This design comes from an exercise in tuning for small area, a short achievable clock period and few clock cycles on the open sky130 flow, not from production work. At most, simulation tests tie the RTL to the original design; equivalence was not proved.

## tundra
// lab9
module lab9(x,y,z,clk,reset,start,done);
input [7:0]x,y;
input clk,reset;
input start;
output [7:0]z;
output reg done;
reg [7:0] a, b;
reg busy;
wire [7:0] o = a | b;
wire [7:0] lo = {|o[6:0], |o[5:0], |o[4:0], |o[3:0], |o[2:0], |o[1:0], o[0], 1'b0};
wire [7:0] m0 = ~lo;                      
wire a_odd = |(a & m0);
wire b_odd = |(b & m0);
wire d_2 = ~|((a ^ b) & ~{lo[6:0], 1'b0});
wire d_3 = ~|((a ^ b) & ~{lo[5:0], 2'b0});
wire [6:0] u = a[7:1], v = b[7:1];
wire [6:0] pr = ~(u ^ v);                 
wire [6:0] g = u & ~v;
wire [6:0] t = u | ~v;
wire [6:0] G, T;
wire g10 = g[1] | (t[1] & g[0]),  t10 = t[1] & t[0];
wire g32 = g[3] | (t[3] & g[2]),  t32 = t[3] & t[2];
wire g54 = g[5] | (t[5] & g[4]),  t54 = t[5] & t[4];
wire g20 = g[2] | (t[2] & g10),   t20 = t[2] & t10;
wire g30 = g32 | (t32 & g10),     t30 = t32 & t10;
wire g64 = g[6] | (t[6] & g54),   t64 = t[6] & t54;
assign G[0] = g[0];              assign T[0] = t[0];
assign G[1] = g10;               assign T[1] = t10;
assign G[2] = g20;               assign T[2] = t20;
assign G[3] = g30;               assign T[3] = t30;
assign G[4] = g[4] | (t[4] & g30); assign T[4] = t[4] & t30;
assign G[5] = g54 | (t54 & g30);   assign T[5] = t54 & t30;
assign G[6] = g64 | (t64 & g30);   assign T[6] = t64 & t30;
wire [6:0] c  = {G[5:0], 1'b0};           
wire [6:0] c1 = {G[5:0] | T[5:0], 1'b1};  
wire [6:0] dab = pr ^ c1;                 
  ...
Size: ~320 cells after synthesis, about 18 flip-flops.
==> module lab9, before the edit <==
module lab9(x,y,z,clk,reset,start,done);
input [7:0]x,y;
input clk,reset;
input start;
output [7:0]z;
output reg done;
reg [7:0] a, b;
reg busy;
wire [7:0] o = a | b;
wire [7:0] lo = {|o[6:0], |o[5:0], |o[4:0], |o[3:0], |o[2:0], |o[1:0], o[0], 1'b0};
wire [7:0] m0 = ~lo;                      
wire a_odd = |(a & m0);
wire b_odd = |(b & m0);
wire d_2 = ~|((a ^ b) & ~{lo[6:0], 1'b0});
wire d_3 = ~|((a ^ b) & ~{lo[5:0], 2'b0});
wire [6:0] u = a[7:1], v = b[7:1];
wire [6:0] pr = ~(u ^ v);                 
wire [6:0] g = u & ~v;
wire [6:0] t = u | ~v;
wire [6:0] G, T;
wire g10 = g[1] | (t[1] & g[0]),  t10 = t[1] & t[0];
wire g32 = g[3] | (t[3] & g[2]),  t32 = t[3] & t[2];
wire g54 = g[5] | (t[5] & g[4]),  t54 = t[5] & t[4];
wire g20 = g[2] | (t[2] & g10),   t20 = t[2] & t10;
wire g30 = g32 | (t32 & g10),     t30 = t32 & t10;
wire g64 = g[6] | (t[6] & g54),   t64 = t[6] & t54;
assign G[0] = g[0];              assign T[0] = t[0];
assign G[1] = g10;               assign T[1] = t10;
assign G[2] = g20;               assign T[2] = t20;
assign G[3] = g30;               assign T[3] = t30;
assign G[4] = g[4] | (t[4] & g30); assign T[4] = t[4] & t30;
assign G[5] = g54 | (t54 & g30);   assign T[5] = t54 & t30;
assign G[6] = g64 | (t64 & g30);   assign T[6] = t64 & t30;
wire [6:0] c  = {G[5:0], 1'b0};           
wire [6:0] c1 = {G[5:0] | T[5:0], 1'b1};  
wire [6:0] dab = pr ^ c1;                 
wire [6:0] dba = ~(pr ^ c);               
wire a_ge = G[6] | T[6];                  
wire fin = (a == b) | ~|a;
assign z = b;
always @(posedge clk) begin
	if (reset) begin
		busy <= 1'b0;
		done <= 1'b0;
	end else begin
		done <= busy & fin & ~start;
		if (start)
			busy <= 1'b1;
		else if (fin)
			busy <= 1'b0;
	end
end
wire sh_a  = ~start & ~a_odd;             
wire sh_b  = ~start & a_odd & ~b_odd;     
wire sub   = ~start & a_odd & b_odd;      
wire [6:0] dd = pr ^ (a_ge ? c1 : ~c);    
wire [7:0] dsel = ({8{~d_2}} & dd) | ({8{d_2 & ~d_3}} & dd[6:1]) | ({8{d_3}} & dd[6:2]);
wire [7:0] a_nx = ({8{start}} & x) | ({8{sh_a}} & (a >> 1)) | ({8{sub}} & dsel) | ({8{sh_b}} & a);
wire [7:0] b_nx = ({8{start}} & (|y ? y : x)) | ({8{sh_b}} & (b >> 1)) | ({8{sub & ~a_ge}} & a)
                | ({8{sh_a | (sub & a_ge)}} & b);
always @(posedge clk) begin
	a <= a_nx;
	b <= b_nx;
end
endmodule
clock: 5.0 ns
lec_check: 0
abc_area: 1
cap_margin: 20
core_margin: 2
core_utilization: 40
cts_buf_list: sky130_fd_sc_hd__clkbuf_4
setup_slack_margin: 2.8
slew_margin: 20
standard.sh (not shown) runs the stock make flow with config.mk's settings and CLKGATE_MAP_FILE= SYNTH_SCRIPT=/design/flow/synth_recipe.tcl, a recipe that flattens the netlist after the stock synthesis.
==> flow/flow/run.sh <==
#!/bin/bash
# The standard layout with two changes: synthesis leaves the adder logic to
# ABC (ADDER_MAP_FILE empty skips Yosys's extract_fa and the adder cell map),
# and every input and output port gets the smallest buffer.
set -euo pipefail
bash standard.sh "ADDER_MAP_FILE=" \
  "BUFFER_PORTS_ARGS=-buffer_cell sky130_fd_sc_hd__buf_1" finish > standard.log 2>&1
Testbench counts of tundra, summed over its fixed seeds: cycles 25,276.
The following lists how cedar was set up differently from tundra:
--- a/flow/design.v
+++ b/flow/design.v
@@ -56,6 +56,7 @@
 wire [6:0] dd = pr ^ (a_ge ? c1 : ~c);    
 wire [7:0] dsel = ({8{~d_2}} & dd) | ({8{d_2 & ~d_3}} & dd[6:1]) | ({8{d_3}} & dd[6:2]);
-wire [7:0] a_nx = ({8{start}} & x) | ({8{sh_a}} & (a >> 1)) | ({8{sub}} & dsel) | ({8{sh_b}} & a);
-wire [7:0] b_nx = ({8{start}} & (|y ? y : x)) | ({8{sh_b}} & (b >> 1)) | ({8{sub & ~a_ge}} & a)
+wire [7:0] a_nx = ({8{start}} & x) | ({8{sh_a}} & (a >> 1)) | ({8{sub}} & dsel) | ({8{sh_b & ~bz}} & a);
+wire bz = ~|b & a_odd;                    
+wire [7:0] b_nx = ({8{start}} & y) | ({8{sh_b & ~bz}} & (b >> 1)) | ({8{(sub & ~a_ge) | (~start & bz)}} & a)
                 | ({8{sh_a | (sub & a_ge)}} & b);
 always @(posedge clk) begin
## What came out
Sequential share of layout area essentially unchanged between tundra and cedar.
Height of the die for cedar is higher than for tundra.
Summary of cedar over tundra: area taken by flip-flops and latches has increased; cell count has decreased; routed wire length has decreased; global routing met2 resource utilization has decreased.
Between tundra and cedar, vias per cell increased.
Worst hold slack (cedar over tundra): decrease, 0.020 ns
Function not checked in cedar: the RTL went through the layout flow alone.

lab9, a different RTL version from the one above (not shown whole).
Size: about 17 flip-flops, roughly 1900 um2 of cells after synthesis.
==> module lab9, before the edit <==
module lab9(x,y,z,clk,reset,start,done);
input [7:0]x,y;
input clk,reset;
input start;
output [7:0]z;
output done;
reg [7:0] a, b;
reg busy;
wire [7:0] o = a | b;
wire [7:0] lo = {|o[6:0], |o[5:0], |o[4:0], |o[3:0], |o[2:0], |o[1:0], o[0], 1'b0};
wire [7:0] m0 = ~lo;                      
wire [7:0] m1 = lo & ~{lo[6:0], 1'b0};       
wire a_odd = |(a & m0);
wire b_odd = |(b & m0);
wire d_2 = ~|((a ^ b) & m1);              
wire d_3 = d_2 & ~|((a ^ b) & {m1[6:0], 1'b0});  
wire [6:0] u = a[7:1], v = b[7:1];
wire [6:0] pr = ~(u ^ v);                 
wire [6:0] g = u & ~v;
wire [6:0] t = u | ~v;
wire [6:0] G, T;
wire g10 = g[1] | (t[1] & g[0]),  t10 = t[1] & t[0];
wire g32 = g[3] | (t[3] & g[2]),  t32 = t[3] & t[2];
wire g54 = g[5] | (t[5] & g[4]),  t54 = t[5] & t[4];
wire g20 = g[2] | (t[2] & g10),   t20 = t[2] & t10;
wire g30 = g32 | (t32 & g10),     t30 = t32 & t10;
wire g64 = g[6] | (t[6] & g54),   t64 = t[6] & t54;
assign G[0] = g[0];              assign T[0] = t[0];
assign G[1] = g10;               assign T[1] = t10;
assign G[2] = g20;               assign T[2] = t20;
assign G[3] = g30;               assign T[3] = t30;
assign G[4] = g[4] | (t[4] & g30); assign T[4] = t[4] & t30;
assign G[5] = g54 | (t54 & g30);   assign T[5] = t54 & t30;
assign G[6] = g64 | (t64 & g30);   assign T[6] = t64 & t30;
wire [6:0] c  = {G[5:0], 1'b0};           
wire [6:0] c1 = {G[5:0] | T[5:0], 1'b1};  
wire [6:0] dab = pr ^ c1;                 
wire [6:0] dba = ~(pr ^ c);               
wire a_ge = G[6] | T[6];                  
wire fin = (a == b) | ~|a | ~|b;
assign done = busy & fin;
assign z = o;
always @(posedge clk) begin
	if (reset)
		busy <= 1'b0;
	else if (start)
		busy <= 1'b1;
	else if (fin)
		busy <= 1'b0;
end
wire sh_a  = ~start & ~a_odd;             
wire sh_b  = ~start & a_odd & ~b_odd;     
wire sub   = ~start & a_odd & b_odd;      
wire [6:0] dd = pr ^ (a_ge ? c1 : ~c);    
wire [7:0] dsel = d_3 ? dd[6:2] : d_2 ? dd[6:1] : dd;
wire [7:0] a_nx = ({8{start}} & x) | ({8{sh_a}} & (a >> 1)) | ({8{sub}} & dsel) | ({8{sh_b}} & a);
wire [7:0] b_nx = ({8{start}} & y) | ({8{sh_b}} & (b >> 1)) | ({8{sub & ~a_ge}} & a)
                | ({8{sh_a | (sub & a_ge)}} & b);
always @(posedge clk) begin
	a <= a_nx;
	b <= b_nx;
end
endmodule
clock: 5.0 ns
lec_check: 0
cap_margin: 20
core_margin: 2
core_utilization: 40
setup_slack_margin: 2.0
slew_margin: 20
==> flow/flow/run.sh <==
#!/bin/bash
# The standard layout, with the smallest buffer on every input and output port
# instead of the one buffer_ports picks by default.
set -euo pipefail
bash standard.sh "BUFFER_PORTS_ARGS=-buffer_cell sky130_fd_sc_hd__buf_1" finish > standard.log 2>&1
Next try:
--- a/flow/design.v
+++ b/flow/design.v
@@ -12,9 +12,8 @@
 wire [7:0] m1 = lo & ~{lo[6:0], 1'b0};       
 wire a_odd = |(a & m0);
 wire b_odd = |(b & m0);
 wire d_2 = ~|((a ^ b) & m1);              
-wire d_3 = d_2 & ~|((a ^ b) & {m1[6:0], 1'b0});  
 wire [6:0] u = a[7:1], v = b[7:1];
 wire [6:0] pr = ~(u ^ v);                 
 wire [6:0] g = u & ~v;
 wire [6:0] t = u | ~v;
@@ -50,10 +49,9 @@
 end
 wire sh_a  = ~start & ~a_odd;             
 wire sh_b  = ~start & a_odd & ~b_odd;     
 wire sub   = ~start & a_odd & b_odd;      
-wire [6:0] dd = pr ^ (a_ge ? c1 : ~c);    
-wire [7:0] dsel = d_3 ? dd[6:2] : d_2 ? dd[6:1] : dd;
+wire [7:0] dsel = a_ge ? (d_2 ? dab[6:1] : dab) : (d_2 ? dba[6:1] : dba);
 wire [7:0] a_nx = ({8{start}} & x) | ({8{sh_a}} & (a >> 1)) | ({8{sub}} & dsel) | ({8{sh_b}} & a);
 wire [7:0] b_nx = ({8{start}} & y) | ({8{sh_b}} & (b >> 1)) | ({8{sub & ~a_ge}} & a)
                 | ({8{sh_a | (sub & a_ge)}} & b);
 always @(posedge clk) begin
Outcome: The new run produced a clean layout. Final area decreases by about 7%. Global-route usage increases by 2.3 points. Via count is lower by about 5%. Non-clock buffer count stays the same. Worst setup slack gets worse by 0.020 ns. Routed wire length goes up by 8.3%. Maximum frequency decreases by about 0.7%. Cell count came out lower by about 13%. Core utilization came out higher by 0.40 points. Register-to-register slack gains 0.06 ns. Hold slack is worse by 0.051 ns. Synthesized area shrinks by 7.7%. Die area shrinks by 7.3%.
Testbench counts after the change, summed over its fixed seeds: cycles 24,549.
Only the layout flow was run in the first run of this note; the RTL was not checked for function there.

## static timing again, ports no longer ideal
The results above use ideal ports. As a check the final layouts listed here were re-extracted and re-timed, cells and wires unchanged. Step 1, drivers: a clkbuf_16 drives clk and a buf_2 each remaining input, both assumed. Step 2 adds t to the input delays and takes it off the output delays; t is the mean of the earliest and latest rising clock arrival at the registers after step 1. Input paths then give back, and output paths get back, about the clock's delay inside the block. Three values: ideal, step 1, step 2; two values: the first two.
run | t, ns | setup WS [ns] | worst register clock-pin slew, ns | worst data-port slew with drivers (ns)
tundra | 0.329 | 3.002 / 2.987 / 2.803 | 0.11 / 0.11 | 0.03
cedar | 0.320 | 2.978 / 2.978 / 2.702 | 0.10 / 0.10 | 0.03
the first run of note 2 | 0.273 | 2.099 / 2.076 / 2.181 | 0.07 / 0.07 | 0.03
the second run of note 2 | 0.291 | 2.079 / 2.050 / 2.181 | 0.08 / 0.08 | 0.03
After both steps setup and hold are still met in every run listed. The setup slack of cedar, which loses most, moves by 0.000 ns with the drivers and by -0.276 ns with both steps.
